What follows belongs to an exercise in optimizing a design on an open flow for small area and a short achievable clock period; a production flow would make more cautious choices.
No run shown here included a check of the RTL's function; only the layout flow was run.
Power figures rest on the tool's default switching activity, not on a simulated workload.

File: run.sh
#!/bin/bash
# synth_recipe.tcl (not shown) runs the flow's synth.tcl, then flattens the netlist and writes it again
# the make line also repeats each setting of config.mk as NAME=value (left out here)
make -C /OpenROAD-flow-scripts/flow DESIGN_CONFIG=/design/flow/config.mk WORK_HOME=/design/flow/orfs CLKGATE_MAP_FILE= SYNTH_SCRIPT=/design/flow/synth_recipe.tcl finish
File: config.mk
export PLATFORM = sky130hd
export DESIGN_NAME = FSA
export DESIGN_NICKNAME = FSA
export VERILOG_FILES = /design/flow/design.v
export SDC_FILE = /design/flow/constraint.sdc
export NUM_CORES = 4
export LEC_CHECK = 0
export CAP_MARGIN = 20
export CORE_MARGIN = 2
export CORE_UTILIZATION = 40
export SETUP_SLACK_MARGIN = 3
export SLEW_MARGIN = 20
export SYNTH_HIERARCHICAL = 1
File: constraint.sdc
create_clock -name core_clock -period 10.0 [get_ports {clk}]
set_input_delay 2.0000 -clock core_clock [delete_from_list [all_inputs] [get_ports {clk}]]
set_output_delay 2.0000 -clock core_clock [all_outputs]
set_load 0.01 [all_outputs]
File: design.v
module FSA(clk, rst, Multiplicand, Multiplier, Result);
  input clk, rst;
  input [11:0] Multiplicand;
  input [11:0] Multiplier;
  output reg [23:0] Result;
  wire w1;
  wire w2;
  wire w3;
  wire w4;
  wire w5;
  wire w6;
  wire w7;
  wire w8;
  wire w9;
  wire w10;
  wire w11;
  wire w12;
  wire w13;
  wire w14;
  wire w15;
  wire w16;
  wire w17;
  wire w18;
  wire w19;
  wire w20;
  wire w21;
  wire w22;
  wire w23;
  wire w24;
  wire w25;
  wire w26;
  wire w27;
  wire w28;
  wire w29;
  wire w30;
  wire w31;
  wire w32;
  wire w33;
  wire w34;
  wire w35;
  wire w36;
  wire w37;
  wire w38;
  wire w39;
  wire w40;
  wire w41;
  wire w42;
  wire w43;
  wire w44;
  wire w45;
  wire w46;
  wire w47;
  wire w48;
  wire w49;
  wire w50;
  wire w51;
  wire w52;
  wire w53;
  wire w54;
  wire w55;
  wire w56;
  wire w57;
  wire w58;
  wire w59;
  wire w60;
  wire w61;
  wire w62;
  wire w63;
  wire w64;
  wire w65;
  wire w66;
  wire w67;
  wire w68;
  wire w69;
  wire w70;
  wire w71;
  wire w72;
  wire w73;
  wire w74;
  wire w75;
  wire w76;
  wire w77;
  wire w78;
  wire w79;
  wire w80;
  wire w81;
  wire w82;
  wire w83;
  wire w84;
  wire w85;
  wire w86;
  wire w87;
  wire w88;
  wire w89;
  wire w90;
  wire w91;
  wire w92;
  wire w93;
  wire w94;
  wire w95;
  wire w96;
  wire w97;
  wire w98;
  wire w99;
  wire w100;
  wire w101;
  wire w102;
  wire w103;
  wire w104;
  wire w105;
  wire w106;
  wire w107;
  wire w108;
  wire w109;
  wire w110;
  wire w111;
  wire w112;
  wire w113;
  wire w114;
  wire w115;
  wire w116;
  wire w117;
  wire w118;
  wire w119;
  wire w120;
  wire w121;
  wire w122;
  wire w123;
  wire w124;
  wire w125;
  wire w126;
  wire w127;
  wire w128;
  wire w129;
  wire w130;
  wire w131;
  wire w132;
  wire w133;
  wire w134;
  wire w135;
  wire w136;
  wire w137;
  wire w138;
  wire w139;
  wire w140;
  wire w141;
  wire w142;
  wire w143;
  wire w144;
  wire w145;
  wire w146;
  wire w147;
  wire w148;
  wire w149;
  wire w150;
  wire w151;
  wire w152;
  wire w153;
  wire w154;
  wire w155;
  wire w156;
  wire w157;
  wire w158;
  wire w159;
  wire w160;
  wire w161;
  wire w162;
  wire w163;
  wire w164;
  wire w165;
  wire w166;
  wire w167;
  wire w168;
  wire w169;
  wire w170;
  wire w171;
  wire w172;
  wire w173;
  wire w174;
  wire w175;
  wire w176;
  wire w177;
  wire w178;
  wire w179;
  wire w180;
  wire w181;
  wire w182;
  wire w183;
  wire w184;
  wire w185;
  wire w186;
  wire w187;
  wire w188;
  wire w189;
  wire w190;
  wire w191;
  wire w192;
  wire w193;
  wire w194;
  wire w195;
  wire w196;
  wire w197;
  wire w198;
  wire w199;
  wire w200;
  wire w201;
  wire w202;
  wire w203;
  wire w204;
  wire w205;
  wire w206;
  wire w207;
  wire w208;
  wire w209;
  wire w210;
  wire w211;
  wire w212;
  wire w213;
  wire w214;
  wire w215;
  wire w216;
  wire w217;
  wire w218;
  wire w219;
  wire w220;
  wire w221;
  wire w222;
  wire w223;
  wire w224;
  wire w225;
  wire w226;
  wire w227;
  wire w228;
  wire w229;
  wire w230;
  wire w231;
  wire w232;
  wire w233;
  wire w234;
  wire w235;
  wire w236;
  wire w237;
  wire w238;
  wire w239;
  wire w240;
  wire w241;
  wire w242;
  wire w243;
  wire w244;
  wire w245;
  wire w246;
  wire w247;
  wire w248;
  wire w249;
  wire w250;
  wire w251;
  wire w252;
  wire w253;
  wire w254;
  wire w255;
  wire w256;
  wire w257;
  wire w258;
  wire w259;
  wire w260;
  wire w261;
  wire w262;
  wire w263;
  wire w264;
  wire w265;
  wire w266;
  wire w267;
  wire w268;
  wire w269;
  wire w270;
  wire w271;
  wire w272;
  wire w273;
  wire w274;
  wire w275;
  wire w276;
  wire w277;
  wire w278;
  wire w279;
  wire w280;
  wire w281;
  wire w282;
  wire w283;
  wire w284;
  wire w285;
  wire w286;
  wire w287;
  wire w288;
  wire w289;
  wire w290;
  wire w291;
  wire w292;
  wire w293;
  wire w294;
  wire w295;
  wire w296;
  wire w297;
  wire w298;
  wire w299;
  wire w300;
  wire w301;
  wire w302;
  wire w303;
  wire w304;
  wire w305;
  wire w306;
  wire w307;
  wire w308;
  wire w309;
  wire w310;
  wire w311;
  wire w312;
  wire w313;
  wire w314;
  wire w315;
  wire w316;
  wire w317;
  wire w318;
  wire w319;
  wire w320;
  wire w321;
  wire w322;
  wire w323;
  wire w324;
  wire w325;
  wire w326;
  wire w327;
  wire w328;
  wire w329;
  wire w330;
  wire w331;
  wire w332;
  wire w333;
  wire w334;
  wire w335;
  wire w336;
  wire w337;
  wire w338;
  wire w339;
  wire w340;
  wire w341;
  wire w342;
  wire w343;
  wire w344;
  wire w345;
  wire w346;
  wire w347;
  wire w348;
  wire w349;
  wire w350;
  wire w351;
  wire w352;
  wire w353;
  wire w354;
  wire w355;
  wire w356;
  wire w357;
  wire w358;
  wire w359;
  wire w360;
  wire w361;
  wire w362;
  wire w363;
  wire w364;
  wire w365;
  wire w366;
  wire w367;
  wire w368;
  wire w369;
  wire w370;
  wire w371;
  wire w372;
  wire w373;
  wire w374;
  wire w375;
  wire w376;
  wire w377;
  wire w378;
  wire w379;
  wire w380;
  wire w381;
  wire w382;
  wire w383;
  wire w384;
  wire w385;
  wire w386;
  wire w387;
  wire w388;
  wire w389;
  wire w390;
  wire w391;
  wire w392;
  wire w393;
  wire w394;
  wire w395;
  wire w396;
  wire w397;
  wire w398;
  wire w399;
  wire w400;
  wire w401;
  wire w402;
  wire w403;
  wire w404;
  wire w405;
  wire w406;
  wire w407;
  wire w408;
  wire w409;
  wire w410;
  wire w411;
  wire w412;
  wire w413;
  wire w414;
  wire w415;
  wire w416;
  wire w417;
  wire w418;
  wire w419;
  wire w420;
  wire w421;
  wire w422;
  wire w423;
  wire w424;
  wire w425;
  wire w426;
  wire w427;
  wire w428;
  wire w429;
  wire w430;
  wire w431;
  wire w432;
  wire w433;
  wire w434;
  wire w435;
  wire w436;
  wire w437;
  wire w438;
  wire w439;
  wire w440;
  wire w441;
  wire w442;
  wire w443;
  wire w444;
  wire w445;
  wire w446;
  wire w447;
  wire w448;
  wire w449;
  wire w450;
  wire w451;
  wire w452;
  wire w453;
  wire w454;
  wire w455;
  wire w456;
  wire w457;
  wire w458;
  wire w459;
  wire w460;
  wire w461;
  wire w462;
  wire w463;
  wire w464;
  wire w465;
  wire w466;
  wire w467;
  wire w468;
  wire w469;
  wire w470;
  wire w471;
  wire w472;
  wire w473;
  wire w474;
  wire w475;
  wire w476;
  wire w477;
  wire w478;
  wire w479;
  wire w480;
  wire w481;
  wire w482;
  wire w483;
  wire w484;
  wire w485;
  wire w486;
  ND2 u1 (Multiplicand[0], Multiplier[0], w1);
  ND2 u2 (Multiplicand[0], Multiplier[1], w2);
  ND2 u3 (Multiplicand[0], Multiplier[2], w3);
  ND2 u4 (Multiplicand[0], Multiplier[3], w4);
  ND2 u5 (Multiplicand[0], Multiplier[4], w5);
  ND2 u6 (Multiplicand[0], Multiplier[5], w6);
  ND2 u7 (Multiplicand[0], Multiplier[6], w7);
  ND2 u8 (Multiplicand[0], Multiplier[7], w8);
  ND2 u9 (Multiplicand[0], Multiplier[8], w9);
  ND2 u10 (Multiplicand[0], Multiplier[9], w10);
  ND2 u11 (Multiplicand[0], Multiplier[10], w11);
  AN2 u12 (Multiplicand[0], Multiplier[11], w12);
  ND2 u13 (Multiplicand[1], Multiplier[0], w13);
  ND2 u14 (Multiplicand[1], Multiplier[1], w14);
  ND2 u15 (Multiplicand[1], Multiplier[2], w15);
  ND2 u16 (Multiplicand[1], Multiplier[3], w16);
  ND2 u17 (Multiplicand[1], Multiplier[4], w17);
  ND2 u18 (Multiplicand[1], Multiplier[5], w18);
  ND2 u19 (Multiplicand[1], Multiplier[6], w19);
  ND2 u20 (Multiplicand[1], Multiplier[7], w20);
  ND2 u21 (Multiplicand[1], Multiplier[8], w21);
  ND2 u22 (Multiplicand[1], Multiplier[9], w22);
  ND2 u23 (Multiplicand[1], Multiplier[10], w23);
  AN2 u24 (Multiplicand[1], Multiplier[11], w24);
  ND2 u25 (Multiplicand[2], Multiplier[0], w25);
  ND2 u26 (Multiplicand[2], Multiplier[1], w26);
  ND2 u27 (Multiplicand[2], Multiplier[2], w27);
  ND2 u28 (Multiplicand[2], Multiplier[3], w28);
  ND2 u29 (Multiplicand[2], Multiplier[4], w29);
  ND2 u30 (Multiplicand[2], Multiplier[5], w30);
  ND2 u31 (Multiplicand[2], Multiplier[6], w31);
  ND2 u32 (Multiplicand[2], Multiplier[7], w32);
  ND2 u33 (Multiplicand[2], Multiplier[8], w33);
  ND2 u34 (Multiplicand[2], Multiplier[9], w34);
  ND2 u35 (Multiplicand[2], Multiplier[10], w35);
  AN2 u36 (Multiplicand[2], Multiplier[11], w36);
  ND2 u37 (Multiplicand[3], Multiplier[0], w37);
  ND2 u38 (Multiplicand[3], Multiplier[1], w38);
  ND2 u39 (Multiplicand[3], Multiplier[2], w39);
  ND2 u40 (Multiplicand[3], Multiplier[3], w40);
  ND2 u41 (Multiplicand[3], Multiplier[4], w41);
  ND2 u42 (Multiplicand[3], Multiplier[5], w42);
  ND2 u43 (Multiplicand[3], Multiplier[6], w43);
  ND2 u44 (Multiplicand[3], Multiplier[7], w44);
  ND2 u45 (Multiplicand[3], Multiplier[8], w45);
  ND2 u46 (Multiplicand[3], Multiplier[9], w46);
  ND2 u47 (Multiplicand[3], Multiplier[10], w47);
  AN2 u48 (Multiplicand[3], Multiplier[11], w48);
  ND2 u49 (Multiplicand[4], Multiplier[0], w49);
  ND2 u50 (Multiplicand[4], Multiplier[1], w50);
  ND2 u51 (Multiplicand[4], Multiplier[2], w51);
  ND2 u52 (Multiplicand[4], Multiplier[3], w52);
  ND2 u53 (Multiplicand[4], Multiplier[4], w53);
  ND2 u54 (Multiplicand[4], Multiplier[5], w54);
  ND2 u55 (Multiplicand[4], Multiplier[6], w55);
  ND2 u56 (Multiplicand[4], Multiplier[7], w56);
  ND2 u57 (Multiplicand[4], Multiplier[8], w57);
  ND2 u58 (Multiplicand[4], Multiplier[9], w58);
  ND2 u59 (Multiplicand[4], Multiplier[10], w59);
  AN2 u60 (Multiplicand[4], Multiplier[11], w60);
  ND2 u61 (Multiplicand[5], Multiplier[0], w61);
  ND2 u62 (Multiplicand[5], Multiplier[1], w62);
  ND2 u63 (Multiplicand[5], Multiplier[2], w63);
  ND2 u64 (Multiplicand[5], Multiplier[3], w64);
  ND2 u65 (Multiplicand[5], Multiplier[4], w65);
  ND2 u66 (Multiplicand[5], Multiplier[5], w66);
  ND2 u67 (Multiplicand[5], Multiplier[6], w67);
  ND2 u68 (Multiplicand[5], Multiplier[7], w68);
  ND2 u69 (Multiplicand[5], Multiplier[8], w69);
  ND2 u70 (Multiplicand[5], Multiplier[9], w70);
  ND2 u71 (Multiplicand[5], Multiplier[10], w71);
  AN2 u72 (Multiplicand[5], Multiplier[11], w72);
  ND2 u73 (Multiplicand[6], Multiplier[0], w73);
  ND2 u74 (Multiplicand[6], Multiplier[1], w74);
  ND2 u75 (Multiplicand[6], Multiplier[2], w75);
  ND2 u76 (Multiplicand[6], Multiplier[3], w76);
  ND2 u77 (Multiplicand[6], Multiplier[4], w77);
  ND2 u78 (Multiplicand[6], Multiplier[5], w78);
  ND2 u79 (Multiplicand[6], Multiplier[6], w79);
  ND2 u80 (Multiplicand[6], Multiplier[7], w80);
  ND2 u81 (Multiplicand[6], Multiplier[8], w81);
  ND2 u82 (Multiplicand[6], Multiplier[9], w82);
  ND2 u83 (Multiplicand[6], Multiplier[10], w83);
  AN2 u84 (Multiplicand[6], Multiplier[11], w84);
  ND2 u85 (Multiplicand[7], Multiplier[0], w85);
  ND2 u86 (Multiplicand[7], Multiplier[1], w86);
  ND2 u87 (Multiplicand[7], Multiplier[2], w87);
  ND2 u88 (Multiplicand[7], Multiplier[3], w88);
  ND2 u89 (Multiplicand[7], Multiplier[4], w89);
  ND2 u90 (Multiplicand[7], Multiplier[5], w90);
  ND2 u91 (Multiplicand[7], Multiplier[6], w91);
  ND2 u92 (Multiplicand[7], Multiplier[7], w92);
  ND2 u93 (Multiplicand[7], Multiplier[8], w93);
  ND2 u94 (Multiplicand[7], Multiplier[9], w94);
  ND2 u95 (Multiplicand[7], Multiplier[10], w95);
  AN2 u96 (Multiplicand[7], Multiplier[11], w96);
  ND2 u97 (Multiplicand[8], Multiplier[0], w97);
  ND2 u98 (Multiplicand[8], Multiplier[1], w98);
  ND2 u99 (Multiplicand[8], Multiplier[2], w99);
  ND2 u100 (Multiplicand[8], Multiplier[3], w100);
  ND2 u101 (Multiplicand[8], Multiplier[4], w101);
  ND2 u102 (Multiplicand[8], Multiplier[5], w102);
  ND2 u103 (Multiplicand[8], Multiplier[6], w103);
  ND2 u104 (Multiplicand[8], Multiplier[7], w104);
  ND2 u105 (Multiplicand[8], Multiplier[8], w105);
  ND2 u106 (Multiplicand[8], Multiplier[9], w106);
  ND2 u107 (Multiplicand[8], Multiplier[10], w107);
  AN2 u108 (Multiplicand[8], Multiplier[11], w108);
  ND2 u109 (Multiplicand[9], Multiplier[0], w109);
  ND2 u110 (Multiplicand[9], Multiplier[1], w110);
  ND2 u111 (Multiplicand[9], Multiplier[2], w111);
  ND2 u112 (Multiplicand[9], Multiplier[3], w112);
  ND2 u113 (Multiplicand[9], Multiplier[4], w113);
  ND2 u114 (Multiplicand[9], Multiplier[5], w114);
  ND2 u115 (Multiplicand[9], Multiplier[6], w115);
  ND2 u116 (Multiplicand[9], Multiplier[7], w116);
  ND2 u117 (Multiplicand[9], Multiplier[8], w117);
  ND2 u118 (Multiplicand[9], Multiplier[9], w118);
  ND2 u119 (Multiplicand[9], Multiplier[10], w119);
  AN2 u120 (Multiplicand[9], Multiplier[11], w120);
  ND2 u121 (Multiplicand[10], Multiplier[0], w121);
  ND2 u122 (Multiplicand[10], Multiplier[1], w122);
  ND2 u123 (Multiplicand[10], Multiplier[2], w123);
  ND2 u124 (Multiplicand[10], Multiplier[3], w124);
  ND2 u125 (Multiplicand[10], Multiplier[4], w125);
  ND2 u126 (Multiplicand[10], Multiplier[5], w126);
  ND2 u127 (Multiplicand[10], Multiplier[6], w127);
  ND2 u128 (Multiplicand[10], Multiplier[7], w128);
  ND2 u129 (Multiplicand[10], Multiplier[8], w129);
  ND2 u130 (Multiplicand[10], Multiplier[9], w130);
  ND2 u131 (Multiplicand[10], Multiplier[10], w131);
  AN2 u132 (Multiplicand[10], Multiplier[11], w132);
  AN2 u133 (Multiplicand[11], Multiplier[0], w133);
  AN2 u134 (Multiplicand[11], Multiplier[1], w134);
  AN2 u135 (Multiplicand[11], Multiplier[2], w135);
  AN2 u136 (Multiplicand[11], Multiplier[3], w136);
  AN2 u137 (Multiplicand[11], Multiplier[4], w137);
  AN2 u138 (Multiplicand[11], Multiplier[5], w138);
  AN2 u139 (Multiplicand[11], Multiplier[6], w139);
  AN2 u140 (Multiplicand[11], Multiplier[7], w140);
  AN2 u141 (Multiplicand[11], Multiplier[8], w141);
  AN2 u142 (Multiplicand[11], Multiplier[9], w142);
  AN2 u143 (Multiplicand[11], Multiplier[10], w143);
  ND2 u144 (Multiplicand[11], Multiplier[11], w144);
  XNOR2 u145 (w3, w14, w145);
  OR2 u146 (w3, w14, w146);
  FA u148 (w4, w15, w26, w147, w148);
  XNOR2 u149 (w37, w146, w149);
  OR2 u150 (w37, w146, w150);
  FA u152 (w5, w16, w27, w151, w152);
  FA u154 (w38, w49, w148, w153, w154);
  XNOR2 u155 (w150, w151, w155);
  OR2 u156 (w150, w151, w156);
  FA u158 (w6, w17, w28, w157, w158);
  FA u160 (w39, w50, w61, w159, w160);
  FA u162 (w152, w157, w159, w161, w162);
  XNOR2 u163 (w156, w154, w163);
  OR2 u164 (w156, w154, w164);
  FA u166 (w7, w18, w29, w165, w166);
  FA u168 (w40, w51, w62, w167, w168);
  FA u170 (w73, w158, w160, w169, w170);
  FA u172 (w165, w167, w162, w171, w172);
  XNOR2 u173 (w169, w164, w173);
  OR2 u174 (w169, w164, w174);
  FA u176 (w8, w19, w30, w175, w176);
  FA u178 (w41, w52, w63, w177, w178);
  FA u180 (w74, w85, w166, w179, w180);
  FA u182 (w168, w175, w177, w181, w182);
  FA u184 (w170, w179, w181, w183, w184);
  XNOR2 u185 (w174, w172, w185);
  OR2 u186 (w174, w172, w186);
  FA u188 (w9, w20, w31, w187, w188);
  FA u190 (w42, w53, w64, w189, w190);
  FA u192 (w75, w86, w97, w191, w192);
  FA u194 (w176, w178, w187, w193, w194);
  FA u196 (w189, w191, w180, w195, w196);
  FA u198 (w182, w193, w195, w197, w198);
  XNOR2 u199 (w184, w186, w199);
  OR2 u200 (w184, w186, w200);
  FA u202 (w10, w21, w32, w201, w202);
  FA u204 (w43, w54, w65, w203, w204);
  FA u206 (w76, w87, w98, w205, w206);
  FA u208 (w109, w188, w190, w207, w208);
  FA u210 (w192, w201, w203, w209, w210);
  FA u212 (w205, w194, w207, w211, w212);
  FA u214 (w209, w196, w211, w213, w214);
  XNOR2 u215 (w200, w198, w215);
  OR2 u216 (w200, w198, w216);
  FA u218 (w11, w22, w33, w217, w218);
  FA u220 (w44, w55, w66, w219, w220);
  FA u222 (w77, w88, w99, w221, w222);
  FA u224 (w110, w121, w202, w223, w224);
  FA u226 (w204, w206, w217, w225, w226);
  FA u228 (w219, w221, w208, w227, w228);
  FA u230 (w210, w223, w225, w229, w230);
  FA u232 (w212, w227, w229, w231, w232);
  XNOR2 u233 (w214, w231, w233);
  OR2 u234 (w214, w231, w234);
  FA u236 (w23, w34, w45, w235, w236);
  FA u238 (w56, w67, w78, w237, w238);
  FA u240 (w89, w100, w111, w239, w240);
  FA u242 (w122, w12, w133, w241, w242);
  FA u244 (w218, w220, w222, w243, w244);
  FA u246 (w235, w237, w239, w245, w246);
  FA u248 (w241, w224, w226, w247, w248);
  FA u250 (w243, w245, w228, w249, w250);
  FA u252 (w247, w230, w249, w251, w252);
  XNOR2 u253 (w232, w234, w253);
  OR2 u254 (w232, w234, w254);
  HA u256 (w35, w46, w255, w256);
  FA u258 (w57, w68, w79, w257, w258);
  FA u260 (w90, w101, w112, w259, w260);
  FA u262 (w123, w24, w134, w261, w262);
  FA u264 (w255, w236, w238, w263, w264);
  FA u266 (w240, w257, w259, w265, w266);
  FA u268 (w242, w261, w244, w267, w268);
  FA u270 (w246, w263, w265, w269, w270);
  FA u272 (w248, w267, w269, w271, w272);
  FA u274 (w250, w271, w252, w273, w274);
  FA u276 (w47, w58, w69, w275, w276);
  FA u278 (w80, w91, w102, w277, w278);
  FA u280 (w113, w124, w36, w279, w280);
  FA u282 (w135, w256, w258, w281, w282);
  FA u284 (w260, w275, w277, w283, w284);
  FA u286 (w262, w279, w264, w285, w286);
  FA u288 (w266, w281, w283, w287, w288);
  FA u290 (w268, w285, w270, w289, w290);
  FA u292 (w287, w272, w289, w291, w292);
  FA u294 (w59, w70, w81, w293, w294);
  FA u296 (w92, w103, w114, w295, w296);
  FA u298 (w125, w48, w136, w297, w298);
  FA u300 (w276, w278, w293, w299, w300);
  FA u302 (w295, w280, w297, w301, w302);
  FA u304 (w282, w284, w299, w303, w304);
  FA u306 (w301, w286, w288, w305, w306);
  FA u308 (w303, w290, w305, w307, w308);
  FA u310 (w71, w82, w93, w309, w310);
  FA u312 (w104, w115, w126, w311, w312);
  FA u314 (w60, w137, w294, w313, w314);
  FA u316 (w296, w309, w311, w315, w316);
  FA u318 (w298, w300, w313, w317, w318);
  FA u320 (w315, w302, w317, w319, w320);
  FA u322 (w304, w306, w319, w321, w322);
  FA u324 (w83, w94, w105, w323, w324);
  FA u326 (w116, w127, w72, w325, w326);
  FA u328 (w138, w310, w312, w327, w328);
  FA u330 (w323, w325, w314, w329, w330);
  FA u332 (w316, w327, w318, w331, w332);
  FA u334 (w329, w331, w320, w333, w334);
  FA u336 (w95, w106, w117, w335, w336);
  FA u338 (w128, w84, w139, w337, w338);
  FA u340 (w324, w335, w326, w339, w340);
  FA u342 (w337, w328, w339, w341, w342);
  FA u344 (w330, w341, w332, w343, w344);
  FA u346 (w107, w118, w129, w345, w346);
  FA u348 (w96, w140, w336, w347, w348);
  FA u350 (w345, w338, w347, w349, w350);
  FA u352 (w340, w349, w342, w351, w352);
  FA u354 (w119, w130, w108, w353, w354);
  FA u356 (w141, w346, w353, w355, w356);
  FA u358 (w348, w355, w350, w357, w358);
  FA u360 (w131, w120, w142, w359, w360);
  FA u362 (w354, w359, w356, w361, w362);
  FA u364 (w132, w143, w360, w363, w364);
  NR2 u365 (w2, w13, w365);
  XOR2 u366 (w2, w13, w366);
  NR2 u367 (w25, w145, w367);
  XOR2 u368 (w25, w145, w368);
  NR2 u369 (w147, w149, w369);
  XOR2 u370 (w147, w149, w370);
  NR2 u371 (w153, w155, w371);
  XOR2 u372 (w153, w155, w372);
  NR2 u373 (w161, w163, w373);
  XOR2 u374 (w161, w163, w374);
  NR2 u375 (w171, w173, w375);
  XOR2 u376 (w171, w173, w376);
  NR2 u377 (w183, w185, w377);
  XOR2 u378 (w183, w185, w378);
  NR2 u379 (w197, w199, w379);
  XOR2 u380 (w197, w199, w380);
  NR2 u381 (w213, w215, w381);
  XOR2 u382 (w213, w215, w382);
  NR2 u383 (w216, w233, w383);
  XOR2 u384 (w216, w233, w384);
  NR2 u385 (w251, w253, w385);
  XOR2 u386 (w251, w253, w386);
  NR2 u387 (w254, w273, w387);
  XOR2 u388 (w254, w273, w388);
  NR2 u389 (w274, w291, w389);
  XOR2 u390 (w274, w291, w390);
  NR2 u391 (w292, w307, w391);
  XOR2 u392 (w292, w307, w392);
  NR2 u393 (w308, w321, w393);
  XOR2 u394 (w308, w321, w394);
  NR2 u395 (w322, w333, w395);
  XOR2 u396 (w322, w333, w396);
  NR2 u397 (w334, w343, w397);
  XOR2 u398 (w334, w343, w398);
  NR2 u399 (w344, w351, w399);
  XOR2 u400 (w344, w351, w400);
  NR2 u401 (w352, w357, w401);
  XOR2 u402 (w352, w357, w402);
  NR2 u403 (w358, w361, w403);
  XOR2 u404 (w358, w361, w404);
  NR2 u405 (w362, w363, w405);
  XOR2 u406 (w362, w363, w406);
  NR2 u407 (w144, w364, w407);
  XOR2 u408 (w144, w364, w408);
  AOI21 u409 (w368, w365, w367, w409);
  AOI21 u410 (w372, w369, w371, w410);
  ND2 u411 (w372, w370, w411);
  AOI21 u412 (w376, w373, w375, w412);
  ND2 u413 (w376, w374, w413);
  AOI21 u414 (w380, w377, w379, w414);
  ND2 u415 (w380, w378, w415);
  AOI21 u416 (w384, w381, w383, w416);
  ND2 u417 (w384, w382, w417);
  AOI21 u418 (w388, w385, w387, w418);
  ND2 u419 (w388, w386, w419);
  AOI21 u420 (w392, w389, w391, w420);
  ND2 u421 (w392, w390, w421);
  AOI21 u422 (w396, w393, w395, w422);
  ND2 u423 (w396, w394, w423);
  AOI21 u424 (w400, w397, w399, w424);
  ND2 u425 (w400, w398, w425);
  AOI21 u426 (w404, w401, w403, w426);
  ND2 u427 (w404, w402, w427);
  AOI21 u428 (w408, w405, w407, w428);
  ND2 u429 (w408, w406, w429);
  OAI21 u430 (w411, w409, w410, w430);
  OAI21 u431 (w415, w412, w414, w431);
  NR2 u432 (w415, w413, w432);
  OAI21 u433 (w419, w416, w418, w433);
  NR2 u434 (w419, w417, w434);
  OAI21 u435 (w423, w420, w422, w435);
  NR2 u436 (w423, w421, w436);
  OAI21 u437 (w427, w424, w426, w437);
  NR2 u438 (w427, w425, w438);
  AOI21 u439 (w432, w430, w431, w439);
  AOI21 u440 (w436, w433, w435, w440);
  ND2 u441 (w436, w434, w441);
  OAI21 u442 (w441, w439, w440, w442);
  INV u443 (w439, w443);
  AOI21 u444 (w434, w443, w433, w444);
  AOI21 u445 (w438, w442, w437, w445);
  INV u446 (w430, w446);
  OAI21 u447 (w413, w446, w412, w447);
  OAI21 u448 (w417, w439, w416, w448);
  OAI21 u449 (w421, w444, w420, w449);
  INV u450 (w442, w450);
  OAI21 u451 (w425, w450, w424, w451);
  OAI21 u452 (w429, w445, w428, w452);
  INV u453 (w409, w453);
  AOI21 u454 (w370, w453, w369, w454);
  AOI21 u455 (w374, w430, w373, w455);
  AOI21 u456 (w378, w447, w377, w456);
  AOI21 u457 (w382, w443, w381, w457);
  AOI21 u458 (w386, w448, w385, w458);
  INV u459 (w444, w459);
  AOI21 u460 (w390, w459, w389, w460);
  AOI21 u461 (w394, w449, w393, w461);
  AOI21 u462 (w398, w442, w397, w462);
  AOI21 u463 (w402, w451, w401, w463);
  INV u464 (w445, w464);
  AOI21 u465 (w406, w464, w405, w465);
  XNOR2 u466 (w368, w365, w466);
  XOR2 u467 (w370, w409, w467);
  XOR2 u468 (w372, w454, w468);
  XNOR2 u469 (w374, w430, w469);
  XOR2 u470 (w376, w455, w470);
  XNOR2 u471 (w378, w447, w471);
  XOR2 u472 (w380, w456, w472);
  XOR2 u473 (w382, w439, w473);
  XOR2 u474 (w384, w457, w474);
  XNOR2 u475 (w386, w448, w475);
  XOR2 u476 (w388, w458, w476);
  XOR2 u477 (w390, w444, w477);
  XOR2 u478 (w392, w460, w478);
  XNOR2 u479 (w394, w449, w479);
  XOR2 u480 (w396, w461, w480);
  XNOR2 u481 (w398, w442, w481);
  XOR2 u482 (w400, w462, w482);
  XNOR2 u483 (w402, w451, w483);
  XOR2 u484 (w404, w463, w484);
  XOR2 u485 (w406, w445, w485);
  XOR2 u486 (w408, w465, w486);
  wire [23:0] prodn = {w452, w486, w485, w484, w483, w482, w481, w480, w479, w478, w477, w476, w475, w474, w473, w472, w471, w470, w469, w468, w467, w466, ~w366, w1};
  always @(posedge clk) begin
    if (rst)
      Result <= 24'd0;
    else
      Result <= ~prodn;
  end
endmodule
module AN2(a, b, y);
  input a, b;
  output y;
  assign y = a & b;
endmodule
module AOI21(a1, a2, b, y);
  input a1, a2, b;
  output y;
  assign y = ~((a1 & a2) | b);
endmodule
module INV(a, y);
  input a;
  output y;
  assign y = ~a;
endmodule
module ND2(a, b, y);
  input a, b;
  output y;
  assign y = ~(a & b);
endmodule
module NR2(a, b, y);
  input a, b;
  output y;
  assign y = ~(a | b);
endmodule
module OAI21(a1, a2, b, y);
  input a1, a2, b;
  output y;
  assign y = ~((a1 | a2) & b);
endmodule
module OR2(a, b, y);
  input a, b;
  output y;
  assign y = a | b;
endmodule
module XNOR2(a, b, y);
  input a, b;
  output y;
  assign y = ~(a ^ b);
endmodule
module XOR2(a, b, y);
  input a, b;
  output y;
  assign y = a ^ b;
endmodule
module FA(a, b, c, s, co);
  input a, b, c;
  output s, co;
  assign s = a ^ b ^ c;
  assign co = (a & b) | (a & c) | (b & c);
endmodule
module HA(a, b, s, co);
  input a, b;
  output s, co;
  assign s = a ^ b;
  assign co = a & b;
endmodule
==> key figures, run 1 <==
Power
  – Total power: 1.36 mW
  – PD cells: 283 nW/um^2
  – Leakage: 1.80 nW
  – Internal power: 0.669 mW
  – Worst vdd ir: 0.223 mV
  – Power share of the combinational group: 0.847
  – Sequential power share: 0.107
  – Clock Power Share: 0.046
  – Sw Share: 0.508
  – Net Switching: 0.691 mW

Synthesis
  – Seq cells post-synth: 24
  – Synthesized instance count: 436
  – Unique masters post-synth: 14
  – Synthesis warning total: 7
  – Top-area cell type share of the netlist area: 0.478
  – Avg Cell Area, Syn: 9.51 sq um
  – Top cells by area, synth: fa_1 48%, nand2_1 12%, dfxtp_1 12%, xor2_1 7.6%, a21oi_2 5.3%
  – Syn_nets: 562
  – Top cell type by total area after synthesis: fa_1
  – Post-synthesis sequential area ratio: 0.116
  – Post-Syn Area: 4150 sq um

Die
  – Die height: 106 um
  – Die W: 106 um
  – I/O Pins: 50
  – Initial core utilization: 0.407
  – # rows: 37
  – Die ar.: 11200 sq um
  – Core ar.: 10200 sq um

Setup path
  – Crit path DAT: 6.81 ns
  – Setup Crit Path Kind: input port to register
  – Crit end category: register
  – CP required: 10.12 ns
  – Worst setup SP type: input port
  – Crit Path Max Fanout: 12

Timing
  – Maximum clock rate: 150 MHz
  – Max transition margin: 0.466
  – Tmin final: 6.69 ns
  – Fin. Hold Viols: 0
  – Setup TNS: 0 ns
  – RSZ-0062 raised after global routing: false
  – Fin crit share: 0.669
  – Least-Margin Pin Slew: 0.799 ns
  – Max-slew violations: 0
  – Final Setup Violations: 0

Drt
  – DR WL/cell: 15.9 um
  – DRC Markers: 0
  – Post-Route WL: 9920 um
  – First DRT Iteration DRCs: 119
  – Via count: 3177
  – Via density: 5.10
  – Drt first pass iters: 8
  – Antenna Nets Post-Route: 0

Clock network
  – CTS Buffer Depth: 2
  – TritonCTS clock tree: yes
  – Root Buffer: clkbuf_8
  – Hold_buf cts: 0
  – TritonCTS Buffers: 3
  – Clock sink count: 24
  – Clock slew seen by the registers of the worst setup and hold paths: 0.08 ns
  – # H-tree levels: 1

Hold path
  – WHS Path Cells: 3
  – Worst min path class: input port to register
  – Min-Delay Startpoint: Multiplicand[0]
  – Hold endpoint: Result[0]$_SDFF_PP0_

GRT
  – Initial antenna violation count: 0
  – Met3 usage: 0.0204
  – GRT met2 Usage: 0.376
  – Total track usage: 0.193
  – Global-route wire length before repair: 17000 um
  – Vias in the first global route: 3662
  – Congestion Overflow GR: 0
  – Largest net degree at the start of global routing: 25
  – Busiest grt layer: met2
  – M1 GR Usage: 0.215

Layout
  – Filler Cell Count: 1006
  – Largest reg by FF count: Result
  – Commonest cells after routing, fill and taps aside: 133 x nand2_1, 99 x fa_1, 49 x nor2_1, 36 x xor2_1, 28 x clkdlybuf4s50_1
  – Layout cells sized above 1: 0.0862
  – Most common cell after layout, fill and taps aside: nand2_1
  – Syn-to-layout area delta: 15.8%
  – Final layout net count: 614
  – Top flop regs: Result (24)
  – # diodes: 0
  – Number of flip-flops in the largest register: 24

Place
  – PortBufs: 49
  – RePlAce Congestion: 0.815
  – Post-DP HPWL: 8110 um

Status
  – Run status: complete, no violations

Job
  – Maxcap violations: 0
-- area by class of cell --
type | count | area (sq um) | area share
tap | 136 | 170 | 0.0354
timing repair buffer | 49 | 450 | 0.0937
multi-input combinational | 404 | 3630 | 0.755
inverter | 6 | 22.5 | 0.00469
clock buffer | 4 | 55.1 | 0.0115
sequential | 24 | 480 | 0.100
-- power by group through the flow --
| stage | clock (mW) | combinational [mW] | sequential [mW] |
|---|---|---|---|
| 2_1_floorplan | 0 | 0.870 | 0.166 |
| 3_3_place_gp | 0 | 1.14 | 0.149 |
| 3_5_place_dp | 0 | 1.16 | 0.149 |
| 4_1_cts | 0.0658 | 1.17 | 0.146 |
| 5_1_grt | 0.0700 | 1.30 | 0.150 |
| 6_report | 0.0631 | 1.15 | 0.146 |
-- through the flow --
stage          setup WS (ns)  cells  hold WS (ns)  cell area, sq um  utilization
6_report                3.31    623          2.16              4800        0.472
5_1_grt                 3.00    623          2.17              4800        0.472
4_1_cts                 3.04    623          2.37              4830        0.474
3_5_place_dp            2.53    619          2.73              4790        0.470
3_3_place_gp            2.69    619          2.74              4790        0.470
2_1_floorplan           3.82    436          2.07              4150            -
-- how the worst max path moves through the flow --
stage	startpoint	slack [ns]	end	depth (start not counted)
after CTS	Multiplier[4]	3.04	Result[20]$_SDFF_PP0_	18
after floorplan	Multiplicand[0]	3.82	Result[20]$_SDFF_PP0_	17
after global placement	Multiplicand[0]	2.69	Result[20]$_SDFF_PP0_	18
after global routing	Multiplicand[6]	3.00	Result[20]$_SDFF_PP0_	18
final	Multiplicand[6]	3.31	Result[20]$_SDFF_PP0_	17
after detailed placement	Multiplicand[0]	2.53	Result[20]$_SDFF_PP0_	18
-- critical path, cell delays in order --
cell and delay, ns:
clkdlybuf4s15_1 0.50, nand2_1 0.15, fa_1 0.48, fa_1 0.46, fa_1 0.54, fa_1 0.46
fa_1 0.55, xor2_1 0.30, nand2_1 0.12, nor2_1 0.20, nand2_1 0.10, o21ai_2 0.26
inv_1 0.07, o21ai_1 0.27, a21oi_2 0.10, xor2_1 0.17, nor2_1 0.06
-- layer usage --
layer	up-vias	wire length, um
li1	1443	-
met1	1623	3740
met2	89	5480
met3	22	330
met4	0	364
met5	-	0
-- kinds of logic (layout without fill, tap and decap cells) --
family / after synthesis / in the layout / share of synthesized area
DFF: 24 / 24 / 0.116
xor gates and xnor gates: 53 / 53 / 0.112
buffers and inverters: 8 / 59 / 0.0109
and+or+nand+nor: 215 / 215 / 0.214
AOI/OAI and AO/OA: 36 / 36 / 0.0661
adders and majority gates: 100 / 100 / 0.481
-- modules after synthesis (local to each module, per instance) --
module / cells inside / times used
XNOR2: 1 / 17
FSA: 50 / 1
INV: 1 / 6
HA: 1 / 1
ND2: 1 / 133
AN2: 1 / 22
OR2: 1 / 10
AOI21: 1 / 25
XOR2: 1 / 36
FA: 1 / 99
OAI21: 1 / 11
NR2: 1 / 26
-- cells in the mapped netlist --
cell type / count
xnor2_1: 17
and2_1: 22
nor2b_1: 1
a21oi_2: 25
nand2_1: 133
or2_1: 10
ha_1: 1
fa_1: 99
inv_1: 6
nor2_1: 49
dfxtp_1: 24
buf_6: 2
o21ai_1: 11
xor2_1: 36
-- timing repair --
action,CTS,global route
buffers inserted,0,0
gates resized for setup,14,33
hold endpoints to repair,0,0
endpoints found under the setup margin,3,5
==> run 2, diff against run 1 <==
--- a/design.v
+++ b/design.v
@@ -491,2 +491,53 @@
   wire w486;
+  wire w487;
+  wire w488;
+  wire w489;
+  wire w490;
+  wire w491;
+  wire w492;
+  wire w493;
+  wire w494;
+  wire w495;
+  wire w496;
+  wire w497;
+  wire w498;
+  wire w499;
+  wire w500;
+  wire w501;
+  wire w502;
+  wire w503;
+  wire w504;
+  wire w505;
+  wire w506;
+  wire w507;
+  wire w508;
+  wire w509;
+  wire w510;
+  wire w511;
+  wire w512;
+  wire w513;
+  wire w514;
+  wire w515;
+  wire w516;
+  wire w517;
+  wire w518;
+  wire w519;
+  wire w520;
+  wire w521;
+  wire w522;
+  wire w523;
+  wire w524;
+  wire w525;
+  wire w526;
+  wire w527;
+  wire w528;
+  wire w529;
+  wire w530;
+  wire w531;
+  wire w532;
+  wire w533;
+  wire w534;
+  wire w535;
+  wire w536;
+  wire w537;
   ND2 u1 (Multiplicand[0], Multiplier[0], w1);
@@ -757,123 +808,174 @@
   XOR2 u366 (w2, w13, w366);
-  NR2 u367 (w25, w145, w367);
-  XOR2 u368 (w25, w145, w368);
-  NR2 u369 (w147, w149, w369);
-  XOR2 u370 (w147, w149, w370);
-  NR2 u371 (w153, w155, w371);
-  XOR2 u372 (w153, w155, w372);
-  NR2 u373 (w161, w163, w373);
-  XOR2 u374 (w161, w163, w374);
-  NR2 u375 (w171, w173, w375);
-  XOR2 u376 (w171, w173, w376);
-  NR2 u377 (w183, w185, w377);
-  XOR2 u378 (w183, w185, w378);
-  NR2 u379 (w197, w199, w379);
-  XOR2 u380 (w197, w199, w380);
-  NR2 u381 (w213, w215, w381);
-  XOR2 u382 (w213, w215, w382);
-  NR2 u383 (w216, w233, w383);
-  XOR2 u384 (w216, w233, w384);
-  NR2 u385 (w251, w253, w385);
-  XOR2 u386 (w251, w253, w386);
-  NR2 u387 (w254, w273, w387);
-  XOR2 u388 (w254, w273, w388);
-  NR2 u389 (w274, w291, w389);
-  XOR2 u390 (w274, w291, w390);
-  NR2 u391 (w292, w307, w391);
-  XOR2 u392 (w292, w307, w392);
-  NR2 u393 (w308, w321, w393);
-  XOR2 u394 (w308, w321, w394);
-  NR2 u395 (w322, w333, w395);
-  XOR2 u396 (w322, w333, w396);
-  NR2 u397 (w334, w343, w397);
-  XOR2 u398 (w334, w343, w398);
-  NR2 u399 (w344, w351, w399);
-  XOR2 u400 (w344, w351, w400);
-  NR2 u401 (w352, w357, w401);
-  XOR2 u402 (w352, w357, w402);
-  NR2 u403 (w358, w361, w403);
-  XOR2 u404 (w358, w361, w404);
-  NR2 u405 (w362, w363, w405);
-  XOR2 u406 (w362, w363, w406);
-  NR2 u407 (w144, w364, w407);
-  XOR2 u408 (w144, w364, w408);
-  AOI21 u409 (w368, w365, w367, w409);
-  AOI21 u410 (w372, w369, w371, w410);
-  ND2 u411 (w372, w370, w411);
-  AOI21 u412 (w376, w373, w375, w412);
-  ND2 u413 (w376, w374, w413);
-  AOI21 u414 (w380, w377, w379, w414);
-  ND2 u415 (w380, w378, w415);
-  AOI21 u416 (w384, w381, w383, w416);
-  ND2 u417 (w384, w382, w417);
-  AOI21 u418 (w388, w385, w387, w418);
-  ND2 u419 (w388, w386, w419);
-  AOI21 u420 (w392, w389, w391, w420);
-  ND2 u421 (w392, w390, w421);
-  AOI21 u422 (w396, w393, w395, w422);
-  ND2 u423 (w396, w394, w423);
-  AOI21 u424 (w400, w397, w399, w424);
-  ND2 u425 (w400, w398, w425);
-  AOI21 u426 (w404, w401, w403, w426);
-  ND2 u427 (w404, w402, w427);
-  AOI21 u428 (w408, w405, w407, w428);
-  ND2 u429 (w408, w406, w429);
-  OAI21 u430 (w411, w409, w410, w430);
-  OAI21 u431 (w415, w412, w414, w431);
-  NR2 u432 (w415, w413, w432);
-  OAI21 u433 (w419, w416, w418, w433);
-  NR2 u434 (w419, w417, w434);
-  OAI21 u435 (w423, w420, w422, w435);
-  NR2 u436 (w423, w421, w436);
-  OAI21 u437 (w427, w424, w426, w437);
-  NR2 u438 (w427, w425, w438);
-  AOI21 u439 (w432, w430, w431, w439);
-  AOI21 u440 (w436, w433, w435, w440);
-  ND2 u441 (w436, w434, w441);
-  OAI21 u442 (w441, w439, w440, w442);
-  INV u443 (w439, w443);
-  AOI21 u444 (w434, w443, w433, w444);
-  AOI21 u445 (w438, w442, w437, w445);
-  INV u446 (w430, w446);
-  OAI21 u447 (w413, w446, w412, w447);
-  OAI21 u448 (w417, w439, w416, w448);
-  OAI21 u449 (w421, w444, w420, w449);
-  INV u450 (w442, w450);
-  OAI21 u451 (w425, w450, w424, w451);
-  OAI21 u452 (w429, w445, w428, w452);
-  INV u453 (w409, w453);
-  AOI21 u454 (w370, w453, w369, w454);
-  AOI21 u455 (w374, w430, w373, w455);
-  AOI21 u456 (w378, w447, w377, w456);
-  AOI21 u457 (w382, w443, w381, w457);
-  AOI21 u458 (w386, w448, w385, w458);
-  INV u459 (w444, w459);
-  AOI21 u460 (w390, w459, w389, w460);
-  AOI21 u461 (w394, w449, w393, w461);
-  AOI21 u462 (w398, w442, w397, w462);
-  AOI21 u463 (w402, w451, w401, w463);
-  INV u464 (w445, w464);
-  AOI21 u465 (w406, w464, w405, w465);
-  XNOR2 u466 (w368, w365, w466);
-  XOR2 u467 (w370, w409, w467);
-  XOR2 u468 (w372, w454, w468);
-  XNOR2 u469 (w374, w430, w469);
-  XOR2 u470 (w376, w455, w470);
-  XNOR2 u471 (w378, w447, w471);
-  XOR2 u472 (w380, w456, w472);
-  XOR2 u473 (w382, w439, w473);
-  XOR2 u474 (w384, w457, w474);
-  XNOR2 u475 (w386, w448, w475);
-  XOR2 u476 (w388, w458, w476);
-  XOR2 u477 (w390, w444, w477);
-  XOR2 u478 (w392, w460, w478);
-  XNOR2 u479 (w394, w449, w479);
-  XOR2 u480 (w396, w461, w480);
-  XNOR2 u481 (w398, w442, w481);
-  XOR2 u482 (w400, w462, w482);
-  XNOR2 u483 (w402, w451, w483);
-  XOR2 u484 (w404, w463, w484);
-  XOR2 u485 (w406, w445, w485);
-  XOR2 u486 (w408, w465, w486);
-  wire [23:0] prodn = {w452, w486, w485, w484, w483, w482, w481, w480, w479, w478, w477, w476, w475, w474, w473, w472, w471, w470, w469, w468, w467, w466, ~w366, w1};
+  ND2 u367 (w2, w13, w367);
+  NR2 u368 (w25, w145, w368);
+  XOR2 u369 (w25, w145, w369);
+  ND2 u370 (w25, w145, w370);
+  NR2 u371 (w147, w149, w371);
+  XOR2 u372 (w147, w149, w372);
+  ND2 u373 (w147, w149, w373);
+  NR2 u374 (w153, w155, w374);
+  XOR2 u375 (w153, w155, w375);
+  ND2 u376 (w153, w155, w376);
+  NR2 u377 (w161, w163, w377);
+  XOR2 u378 (w161, w163, w378);
+  ND2 u379 (w161, w163, w379);
+  NR2 u380 (w171, w173, w380);
+  XOR2 u381 (w171, w173, w381);
+  ND2 u382 (w171, w173, w382);
+  NR2 u383 (w183, w185, w383);
+  XOR2 u384 (w183, w185, w384);
+  ND2 u385 (w183, w185, w385);
+  NR2 u386 (w197, w199, w386);
+  XOR2 u387 (w197, w199, w387);
+  ND2 u388 (w197, w199, w388);
+  NR2 u389 (w213, w215, w389);
+  XOR2 u390 (w213, w215, w390);
+  ND2 u391 (w213, w215, w391);
+  NR2 u392 (w216, w233, w392);
+  XOR2 u393 (w216, w233, w393);
+  ND2 u394 (w216, w233, w394);
+  NR2 u395 (w251, w253, w395);
+  XOR2 u396 (w251, w253, w396);
+  ND2 u397 (w251, w253, w397);
+  NR2 u398 (w254, w273, w398);
+  XOR2 u399 (w254, w273, w399);
+  ND2 u400 (w254, w273, w400);
+  NR2 u401 (w274, w291, w401);
+  XOR2 u402 (w274, w291, w402);
+  ND2 u403 (w274, w291, w403);
+  NR2 u404 (w292, w307, w404);
+  XOR2 u405 (w292, w307, w405);
+  ND2 u406 (w292, w307, w406);
+  NR2 u407 (w308, w321, w407);
+  XOR2 u408 (w308, w321, w408);
+  ND2 u409 (w308, w321, w409);
+  NR2 u410 (w322, w333, w410);
+  XOR2 u411 (w322, w333, w411);
+  ND2 u412 (w322, w333, w412);
+  NR2 u413 (w334, w343, w413);
+  XOR2 u414 (w334, w343, w414);
+  ND2 u415 (w334, w343, w415);
+  NR2 u416 (w344, w351, w416);
+  XOR2 u417 (w344, w351, w417);
+  ND2 u418 (w344, w351, w418);
+  NR2 u419 (w352, w357, w419);
+  XOR2 u420 (w352, w357, w420);
+  ND2 u421 (w352, w357, w421);
+  NR2 u422 (w358, w361, w422);
+  XOR2 u423 (w358, w361, w423);
+  ND2 u424 (w358, w361, w424);
+  NR2 u425 (w362, w363, w425);
+  XOR2 u426 (w362, w363, w426);
+  ND2 u427 (w362, w363, w427);
+  NR2 u428 (w144, w364, w428);
+  XOR2 u429 (w144, w364, w429);
+  ND2 u430 (w144, w364, w430);
+  AOI21 u431 (w370, w365, w368, w431);
+  AOI21 u432 (w376, w371, w374, w432);
+  ND2 u433 (w376, w373, w433);
+  AOI21 u434 (w382, w377, w380, w434);
+  ND2 u435 (w382, w379, w435);
+  AOI21 u436 (w388, w383, w386, w436);
+  ND2 u437 (w388, w385, w437);
+  AOI21 u438 (w394, w389, w392, w438);
+  ND2 u439 (w394, w391, w439);
+  AOI21 u440 (w400, w395, w398, w440);
+  ND2 u441 (w400, w397, w441);
+  AOI21 u442 (w406, w401, w404, w442);
+  ND2 u443 (w406, w403, w443);
+  AOI21 u444 (w412, w407, w410, w444);
+  ND2 u445 (w412, w409, w445);
+  AOI21 u446 (w418, w413, w416, w446);
+  ND2 u447 (w418, w415, w447);
+  AOI21 u448 (w424, w419, w422, w448);
+  ND2 u449 (w424, w421, w449);
+  AOI21 u450 (w430, w425, w428, w450);
+  ND2 u451 (w430, w427, w451);
+  INV u452 (w431, w452);
+  AOI21 u453 (w373, w452, w371, w453);
+  OAI21 u454 (w433, w431, w432, w454);
+  INV u455 (w434, w455);
+  AOI21 u456 (w385, w455, w383, w456);
+  INV u457 (w435, w457);
+  ND2 u458 (w385, w457, w458);
+  OAI21 u459 (w437, w434, w436, w459);
+  NR2 u460 (w437, w435, w460);
+  INV u461 (w438, w461);
+  AOI21 u462 (w397, w461, w395, w462);
+  INV u463 (w439, w463);
+  ND2 u464 (w397, w463, w464);
+  OAI21 u465 (w441, w438, w440, w465);
+  NR2 u466 (w441, w439, w466);
+  INV u467 (w442, w467);
+  AOI21 u468 (w409, w467, w407, w468);
+  INV u469 (w443, w469);
+  ND2 u470 (w409, w469, w470);
+  OAI21 u471 (w445, w442, w444, w471);
+  NR2 u472 (w445, w443, w472);
+  INV u473 (w446, w473);
+  AOI21 u474 (w421, w473, w419, w474);
+  INV u475 (w447, w475);
+  ND2 u476 (w421, w475, w476);
+  OAI21 u477 (w449, w446, w448, w477);
+  NR2 u478 (w449, w447, w478);
+  AOI21 u479 (w379, w454, w377, w479);
+  INV u480 (w454, w480);
+  OAI21 u481 (w435, w480, w434, w481);
+  OAI21 u482 (w458, w480, w456, w482);
+  AOI21 u483 (w460, w454, w459, w483);
+  AOI21 u484 (w403, w465, w401, w484);
+  ND2 u485 (w403, w466, w485);
+  INV u486 (w465, w486);
+  OAI21 u487 (w443, w486, w442, w487);
+  INV u488 (w466, w488);
+  NR2 u489 (w443, w488, w489);
+  OAI21 u490 (w470, w486, w468, w490);
+  NR2 u491 (w470, w488, w491);
+  AOI21 u492 (w472, w465, w471, w492);
+  ND2 u493 (w472, w466, w493);
+  AOI21 u494 (w427, w477, w425, w494);
+  ND2 u495 (w427, w478, w495);
+  INV u496 (w477, w496);
+  OAI21 u497 (w451, w496, w450, w497);
+  INV u498 (w478, w498);
+  NR2 u499 (w451, w498, w499);
+  INV u500 (w483, w500);
+  AOI21 u501 (w391, w500, w389, w501);
+  OAI21 u502 (w439, w483, w438, w502);
+  OAI21 u503 (w464, w483, w462, w503);
+  AOI21 u504 (w466, w500, w465, w504);
+  OAI21 u505 (w485, w483, w484, w505);
+  AOI21 u506 (w489, w500, w487, w506);
+  AOI21 u507 (w491, w500, w490, w507);
+  OAI21 u508 (w493, w483, w492, w508);
+  AOI21 u509 (w415, w508, w413, w509);
+  INV u510 (w508, w510);
+  OAI21 u511 (w447, w510, w446, w511);
+  OAI21 u512 (w476, w510, w474, w512);
+  AOI21 u513 (w478, w508, w477, w513);
+  OAI21 u514 (w495, w510, w494, w514);
+  AOI21 u515 (w499, w508, w497, w515);
+  XNOR2 u516 (w369, w365, w516);
+  XOR2 u517 (w372, w431, w517);
+  XOR2 u518 (w375, w453, w518);
+  XNOR2 u519 (w378, w454, w519);
+  XOR2 u520 (w381, w479, w520);
+  XNOR2 u521 (w384, w481, w521);
+  XNOR2 u522 (w387, w482, w522);
+  XOR2 u523 (w390, w483, w523);
+  XOR2 u524 (w393, w501, w524);
+  XNOR2 u525 (w396, w502, w525);
+  XNOR2 u526 (w399, w503, w526);
+  XOR2 u527 (w402, w504, w527);
+  XNOR2 u528 (w405, w505, w528);
+  XOR2 u529 (w408, w506, w529);
+  XOR2 u530 (w411, w507, w530);
+  XNOR2 u531 (w414, w508, w531);
+  XOR2 u532 (w417, w509, w532);
+  XNOR2 u533 (w420, w511, w533);
+  XNOR2 u534 (w423, w512, w534);
+  XOR2 u535 (w426, w513, w535);
+  XNOR2 u536 (w429, w514, w536);
+  INV u537 (w515, w537);
+  wire [23:0] prodn = {w537, w536, w535, w534, w533, w532, w531, w530, w529, w528, w527, w526, w525, w524, w523, w522, w521, w520, w519, w518, w517, w516, ~w366, w1};
   always @(posedge clk) begin
==> flow/run.sh (new file) <==
#!/bin/bash
# Own layout flow: the standard layout (standard.sh), except that the
# port buffers are small buffers instead of the resizer's default choice.
# Each tool's output goes to a log of its own here (make.log holds the ORFS
# make run, with its per-step logs under orfs/logs).
set -euo pipefail
BUF=${PORT_BUF:-sky130_fd_sc_hd__buf_1}
bash standard.sh "BUFFER_PORTS_ARGS=-buffer_cell $BUF" finish > make.log 2>&1
==> standard.sh (new file) <==
#!/bin/bash
# synth_recipe.tcl (not shown) runs the flow's synth.tcl, then flattens the netlist and writes it again
# the make line also repeats each setting of config.mk as NAME=value (left out here)
make -C /OpenROAD-flow-scripts/flow DESIGN_CONFIG=/design/flow/config.mk WORK_HOME=/design/flow/orfs CLKGATE_MAP_FILE= SYNTH_SCRIPT=/design/flow/synth_recipe.tcl "${@:-finish}"
removed: run.sh
==> run 2 against run 1 <==
  * Global-route usage is 0.63 points higher
  * Worst hold slack worse by 0.0094 ns
  * Flip-flop and latch count stayed put
  * Count of clock-buffer cells in the layout is 1 lower
  * Synthesized cell count is 11% higher
  * Setup slack better by 0.17 ns
  * Via count is 7.1% higher
==> key figures, run 2 <==
Status
  – Run status: complete, no violations

Timing
  – Max transition margin: 0.525 (+0.0594)
  – Setup slack after layout: 3.48 ns (+0.169 ns)
  – Setup TNS: 0 ns (unchanged)
  – RSZ-0062 raised after global routing: false
  – Max-slew violations: 0 (unchanged)
  – Tmin final: 6.52 ns (-0.169 ns)
  – Fin. Hold Viols: 0 (unchanged)
  – Fin crit share: 0.652 (-0.0169)
  – Final Setup Violations: 0 (unchanged)
  – Maximum clock rate: 153 MHz (+2.6%)
  – Least-Margin Pin Slew: 0.712 ns (-0.0867 ns)

Synthesis
  – Top cell type by total area after synthesis: fa_1
  – Post-Synth Adder-Cell Area: 0.458 (-0.0232)
  – Compound-Gate Fraction of Synth Area: 0.0758 (+0.00973)
  – Main combinational cell family by area after synthesis: adder cells
  – Synthesized instance count: 486 (+11%)
  – Top cells by area, synth: fa_1 45%, nand2_1 14%, dfxtp_1 11%, xor2_1 6.4%, a21oi_2 5.6%
  – Top-area cell type share of the netlist area: 0.455 (-0.0230)
  – Ys async rst share: 0 (unchanged)
  – Avg Cell Area, Syn: 8.97 sq um (-5.7%)
  – Synthesis warning total: 7 (unchanged)
  – Syn_nets: 612 (+8.9%)
  – Post-synthesis sequential area ratio: 0.110 (-0.00559)
  – Main flop type after synthesis: dfxtp_1
  – Xor-xnor portion of the synthesized cell area: 0.107 (-0.00540)
  – Simple-gate share of the synthesized area: 0.230 (+0.0155)
  – Mux cell area share after synthesis: 0 (unchanged)
  – Most common cell in the netlist: nand2_1
  – Commonest cells post-synth: 160 x nand2_1, 99 x fa_1, 52 x nor2_1
  – Unique masters post-synth: 14 (unchanged)
  – Seq cells post-synth: 24 (unchanged)
  – Post-Syn Area: 4360 sq um (+5.1%)
  – Post-synth EDFFs: 0 (unchanged)

Setup path
  – Setup Crit Path Kind: input port to register
  – Crit path DAT: 6.67 ns (-0.14 ns)
  – Crit Path Max Fanout: 12 (unchanged)
  – Crit end category: register
  – CP required: 10.15 ns (+0.03 ns)
  – Crit. Startpoint: Multiplier[8]
  – Worst setup SP type: input port

Die
  – Core ar.: 10700 sq um (+5.5%)
  – Die ar.: 11700 sq um (+4.9%)
  – Die W: 108 um (+2.4%)
  – Die height: 108 um (+2.4%)
  – Initial core utilization: 0.406 (-0.00168)
  – # rows: 38 (+2.7%)
  – I/O Pins: 50 (unchanged)

Drt
  – Drt first pass iters: 4 (-4)
  – DRC Markers: 0 (unchanged)
  – Antenna Nets Post-Route: 0 (unchanged)
  – Post-Route WL: 10400 um (+5.0%)
  – Via density: 5.03 (-1.4%)
  – Via count: 3403 (+7.1%)
  – DR WL/cell: 15.4 um (-3.3%)
  – First DRT Iteration DRCs: 143 (+20%)

Hold path
  – WHS Path Cells: 3 (unchanged)
  – Hold endpoint: Result[0]$_SDFF_PP0_
  – Min-Delay Startpoint: Multiplicand[0]
  – Worst min path class: input port to register

Layout
  – Most common cell after layout, fill and taps aside: nand2_1
  – Fin cells: 677 (+8.7%)
  – Commonest cells after routing, fill and taps aside: 160 x nand2_1, 99 x fa_1, 52 x nor2_1, 46 x buf_1, 32 x xor2_1
  – Final layout net count: 664 (+8.1%)
  – Number of flip-flops in the largest register: 24 (unchanged)
  – Layout cells sized above 1: 0.0670 (-0.0192)
  – # diodes: 0 (unchanged)
  – Core Util, Final: 0.444 (-0.0275)
  – Largest reg by FF count: Result
  – Top flop regs: Result (24)
  – Syn-to-layout area delta: 9.53%

GRT
  – Largest net degree at the start of global routing: 25 (unchanged)
  – Vias in the first global route: 3761 (+2.7%)
  – Global-route wire length before repair: 18000 um (+5.6%)
  – Congestion Overflow GR: 0 (unchanged)
  – Initial antenna violation count: 0 (unchanged)
  – Total track usage: 0.199 (+0.00625)

Job
  – Maxcap violations: 0 (unchanged)

Place
  – Post-DP HPWL: 8390 um (+3.4%)
  – PortBufs: 49 (unchanged)
  – Placed insts: 673 (+8.7%)
  – RePlAce Congestion: 0.843 (+3.4%)
  – Worst slack at placement: 3.00 ns (+0.467 ns)

Clock network
  – Root Buffer: clkbuf_8
  – Hold_buf cts: 0 (unchanged)
  – Clock slew seen by the registers of the worst setup and hold paths: 0.09 ns (about the same)
  – Clock sink count: 24 (unchanged)
  – CTS Buffer Depth: 2 (unchanged)
  – TritonCTS clock tree: yes
  – TritonCTS Buffers: 3 (unchanged)
  – # H-tree levels: 1 (unchanged)

Power
  – PD cells: 317 nW/um^2 (+12%)
  – Leakage: 1.78 nW (-1.3%)
  – Worst vdd ir: 0.289 mV (+29%)
  – Total power: 1.51 mW (+11%)
[run 2: changes by cell type after synthesis, sizes merged, moves of 4 or more]
cell   previous run  this run
nand2           133       160
o21ai            11        17
inv               6        17
xnor2            17        21
xor2             36        32
[run 2: kinds of logic after synthesis]
family	count (synthesis)
simple gates	245
fa+ha+maj	100
xor+xnor	53
compound gates	45
flops	24
buf+inv	19
[run 2: report_power, final]
part / total [mW] / switching, mW / internal (mW)
Clock: 0.0852 / 0.0317 / 0.0536
Combinational: 1.28 / 0.748 / 0.532
Sequential: 0.148 / 0.00825 / 0.139
[run 2: metrics by stage]
step / area (sq um) / hold WS [ns]
detailed placement: 4690 / 2.39
global route: 4770 / 2.19
CTS: 4770 / 2.22
global placement: 4690 / 2.39
finish: 4770 / 2.15
floorplan: 4360 / 2.07
[run 2: per-module statistics from Yosys (local to each module, per instance), a selection]
| module | cell area, sq um | flip-flops and latches | copies in the design | cells |
|---|---|---|---|---|
| FA | 20.0 | 0 | 99 | 1 |
| ND2 | 3.75 | 0 | 160 | 1 |
| XNOR2 | 8.76 | 0 | 21 | 1 |
| AN2 | 6.26 | 0 | 22 | 1 |
| HA | 12.5 | 0 | 1 | 1 |
| OAI21 | 5.00 | 0 | 17 | 1 |
[run 2: area by class of cell]
type | count | area (sq um)
Clock buffer | 3 | 41.3
Clock inverter | 1 | 30.0
Fill cell | 1081 | 5970
Inverter | 17 | 63.8
Multi-Input combinational cell | 443 | 3790
Sequential cell | 24 | 480
Tap cell | 140 | 175
Timing Repair Buffer | 49 | 188
[run 2: critical path, cell delays in order]
cell     delay, ns
buf_1         0.45
nand2_1       0.16
fa_1          0.48
fa_1          0.42
fa_1          0.39
fa_1          0.47
fa_1          0.39
fa_1          0.50
nand2_1       0.12
nand2_1       0.07
nor2_1        0.27
nand2_1       0.11
o21ai_2       0.31
inv_1         0.13
o21ai_1       0.20
xnor2_1       0.14
nor2_1        0.05
[run 2: routing by layer]
layer,track usage,up-vias,share of wire
met3,0.0259,15,0.057
li1,-,1596,-
met4,0.0394,0,0.015
met1,0.228,1698,0.38
met2,0.393,94,0.55
met5,0,-,0
[run 2: worst max path at each step]
stage	slack, ns	endpoint
2_1_floorplan	4.02	Result[22]$_SDFF_PP0_
6_report	3.48	Result[19]$_SDFF_PP0_
5_1_grt	3.16	Result[19]$_SDFF_PP0_
4_1_cts	3.29	Result[19]$_SDFF_PP0_
3_5_place_dp	3.00	Result[19]$_SDFF_PP0_
3_3_place_gp	3.11	Result[22]$_SDFF_PP0_
[run 2: repair_timing]
action                                 CTS  global route
endpoints found under the hold margin    0             0
setup endpoints to repair                0             3
setup buffers                            0             0
resized for setup                        0             3
==> run 3, diff against run 2 <==
==> flow/run.sh (replaced) <==
#!/bin/bash
set -euo pipefail
here=$(pwd)
export IN_BUF=${IN_BUF:-sky130_fd_sc_hd__buf_4}
bash standard.sh "BUFFER_PORTS_ARGS=-buffer_cell sky130_fd_sc_hd__buf_1" \
  "POST_GLOBAL_PLACE_TCL=$here/flow/inbuf.tcl" finish > make.log 2>&1
==> flow/inbuf.tcl (new file) <==
# Resize the buffers that buffer_ports put on the input ports (not the clock,
# which buffer_ports leaves alone) to $::env(IN_BUF).
set n 0
foreach inst [[ord::get_db_block] getInsts] {
  set name [$inst getName]
  if { [string match "input*" $name] && [[$inst getMaster] getName] eq "sky130_fd_sc_hd__buf_1" } {
    replace_cell $name $::env(IN_BUF)
    incr n
  }
}
puts "inbuf.tcl: resized $n input buffers to $::env(IN_BUF)"
==> run 3 against run 2 <==
  * Still clean
  * Worst hold slack worse by 0.11 ns
  * Final area up 1.8%
  * Sequential share of layout area down 0.18 points
  * Power up 0.14%
  * Combinational power about the same
  * Largest cell class unchanged
==> key figures, run 3 <==
Clock network
  – Hold_buf cts: 0 (unchanged)
  – # H-tree levels: 1 (unchanged)
  – Postcts setup bufs: 0 (unchanged)
  – CTS Buffer Depth: 2 (unchanged)
  – Post_cts resized: 0 (unchanged)

Place
  – Post-DP HPWL: 8380 um (-0.13%)
  – PortBufs: 49 (unchanged)

Synthesis
  – Main combinational cell family by area after synthesis: adder cells
  – Most common cell in the netlist: nand2_1
  – Commonest cells post-synth: 160 x nand2_1, 99 x fa_1, 52 x nor2_1
  – Synthesis warning total: 7 (unchanged)
  – Synthesized instance count: 486 (unchanged)
  – Top-area cell type share of the netlist area: 0.455 (unchanged)
  – Post-synthesis sequential area ratio: 0.110 (unchanged)
  – Main flop type after synthesis: dfxtp_1
  – Unique masters post-synth: 14 (unchanged)
  – Avg Cell Area, Syn: 8.97 sq um (unchanged)
  – Compound-Gate Fraction of Synth Area: 0.0758 (unchanged)
  – Post-synth EDFFs: 0 (unchanged)

GRT
  – Congestion Overflow GR: 0 (unchanged)
  – Initial antenna violation count: 0 (unchanged)
  – Total track usage: 0.197 (-0.00178)
  – Vias in the first global route: 3814 (+1.4%)
  – Global-route wire length before repair: 17800 um (-0.77%)

Job
  – Maxcap violations: 0 (unchanged)

Layout
  – # diodes: 0 (unchanged)
  – Most common cell after layout, fill and taps aside: nand2_1
  – Largest reg by FF count: Result
  – Commonest cells after routing, fill and taps aside: 160 x nand2_1, 99 x fa_1, 52 x nor2_1, 32 x xor2_1, 28 x a21oi_2

Die
  – # rows: 38 (unchanged)

Timing
  – Maximum clock rate: 157 MHz (+2.5%)
  – Max transition margin: 0.626 (+0.101)
  – Setup TNS: 0 ns (unchanged)
  – Final Setup Violations: 0 (unchanged)
  – Fin. Hold Viols: 0 (unchanged)
  – RSZ-0062 raised after global routing: false

Status
  – Run status: complete, no violations

Setup path
  – Crit end category: register
  – Setup Crit Path Kind: input port to register
  – Worst path cell trace: buf_4 -> nand2_1 -> fa_1 -> fa_1 -> fa_1 -> fa_1 -> fa_1 -> fa_1 -> nand2_1 -> nand2_1 -> nor2_1 -> nand2_1 -> o21ai_1 -> inv_1 -> o21ai_1 -> xnor2_1 -> nor2_1
  – Slowest cell on crit path: fa_1

Drt
  – Drt first pass iters: 6 (+2)
  – Via count: 3431 (+0.82%)
  – Post-Route WL: 10400 um (-0.12%)
  – Via density: 5.07 (+0.82%)
  – Antenna Nets Post-Route: 0 (unchanged)
  – First DRT Iteration DRCs: 124 (-13%)

Power
  – Total power: 1.51 mW (+0.14%)
  – Worst vdd ir: 0.248 mV (-14%)
[run 3: cell counts after synthesis]
No cell type changed its count.
[run 3: cell type report]
class / count / area (sq um)
Inverter: 17 / 63.8
Tap cell: 140 / 175
Clock inverter: 1 / 30.0
Sequential cell: 24 / 480
Fill cell: 1066 / 5890
Timing Repair Buffer: 49 / 278
Clock buffer: 3 / 41.3
Multi-Input combinational cell: 443 / 3790
[run 3: worst max-delay path by stage]
| stage | endpoint | cells past startpoint |
|---|---|---|
| after global placement | Result[22]$_SDFF_PP0_ | 17 |
| after detailed placement | Result[19]$_SDFF_PP0_ | 17 |
| after global routing | Result[22]$_SDFF_PP0_ | 17 |
| after CTS | Result[19]$_SDFF_PP0_ | 17 |
| final | Result[19]$_SDFF_PP0_ | 17 |
| after floorplan | Result[22]$_SDFF_PP0_ | 16 |
[run 3: per-layer routing]
layer  vias up  part of all wire  GRT usage
met5         -                 0          0
met4         0             0.026     0.0549
met3        21             0.040     0.0217
met2        86              0.54      0.385
met1      1731              0.39      0.225
li1       1593                 -          -
[run 3: tightest hold or removal path: stages]
cell and delay [ns]:
buf_4 0.17, nand2_1 0.07, nor2_1 0.04
[run 3: through the flow]
stage                     hold WS [ns]  instances  utilization  setup WS (ns)  cell area, sq um
final                             2.04        677        0.452           3.64              4860
after global routing              2.05        677        0.452           3.40              4860
after CTS                         2.04        677        0.452           3.72              4860
after detailed placement          2.33        673        0.446           3.44              4790
after global placement            2.39        673        0.437           3.11              4690
after floorplan                   2.07        486            -           4.02              4360
[run 3: cell families after synthesis]
family	after synthesis
AND/OR/NAND/NOR	245
XOR/XNOR	53
AO/OA/AOI/OAI	45
flip-flops	24
buffers and inverters	19
adder cells (fa/ha/maj)	100
[run 3: report_power, final]
group / internal (mW) / total (mW) / switching (mW)
Clock: 0.0536 / 0.0851 / 0.0315
Sequential: 0.139 / 0.148 / 0.00825
Combinational: 0.534 / 1.28 / 0.748
Total: 0.727 / 1.51 / 0.788
[run 3: per-module statistics from Yosys (local to each module, per instance), a selection]
| module | cells inside | times used |
|---|---|---|
| FA | 1 | 99 |
| XNOR2 | 1 | 21 |
| AOI21 | 1 | 28 |
| NR2 | 1 | 29 |
| OAI21 | 1 | 17 |
| HA | 1 | 1 |
| OR2 | 1 | 10 |
| ND2 | 1 | 160 |
| AN2 | 1 | 22 |
| XOR2 | 1 | 32 |

[what the ideal ports hide]
Ports are ideal in the flow. The routed layouts listed here were re-timed in OpenROAD. Step 1 sets driving cells, clkbuf_16 on the clock port and buf_2 on the other inputs (assumed; they add their load-dependent delay and slew). Step 2 moves the port delays by t, midway between the first and last clock arrival at a register: inputs arrive t later, outputs are due t later. That takes back most of the time a late clock gives input paths. Slacks: ideal ports / drivers / drivers and shift; pairs: ideal ports / drivers.
| run | shift t [ns] | setup WS [ns] | worst slew at a driven data input, ns |
|---|---|---|---|
| run 1 | 0.281 | 3.311 / 3.313 / 3.031 | 0.03 |
| run 2 | 0.298 | 3.480 / 3.488 / 3.190 | 0.03 |
| run 3 | 0.300 | 3.638 / 3.646 / 3.346 | 0.04 |
After both steps every run listed still meets setup and hold. The setup slack of run 3, which loses most, moves by +0.008 ns with the drivers and by -0.292 ns with both steps.
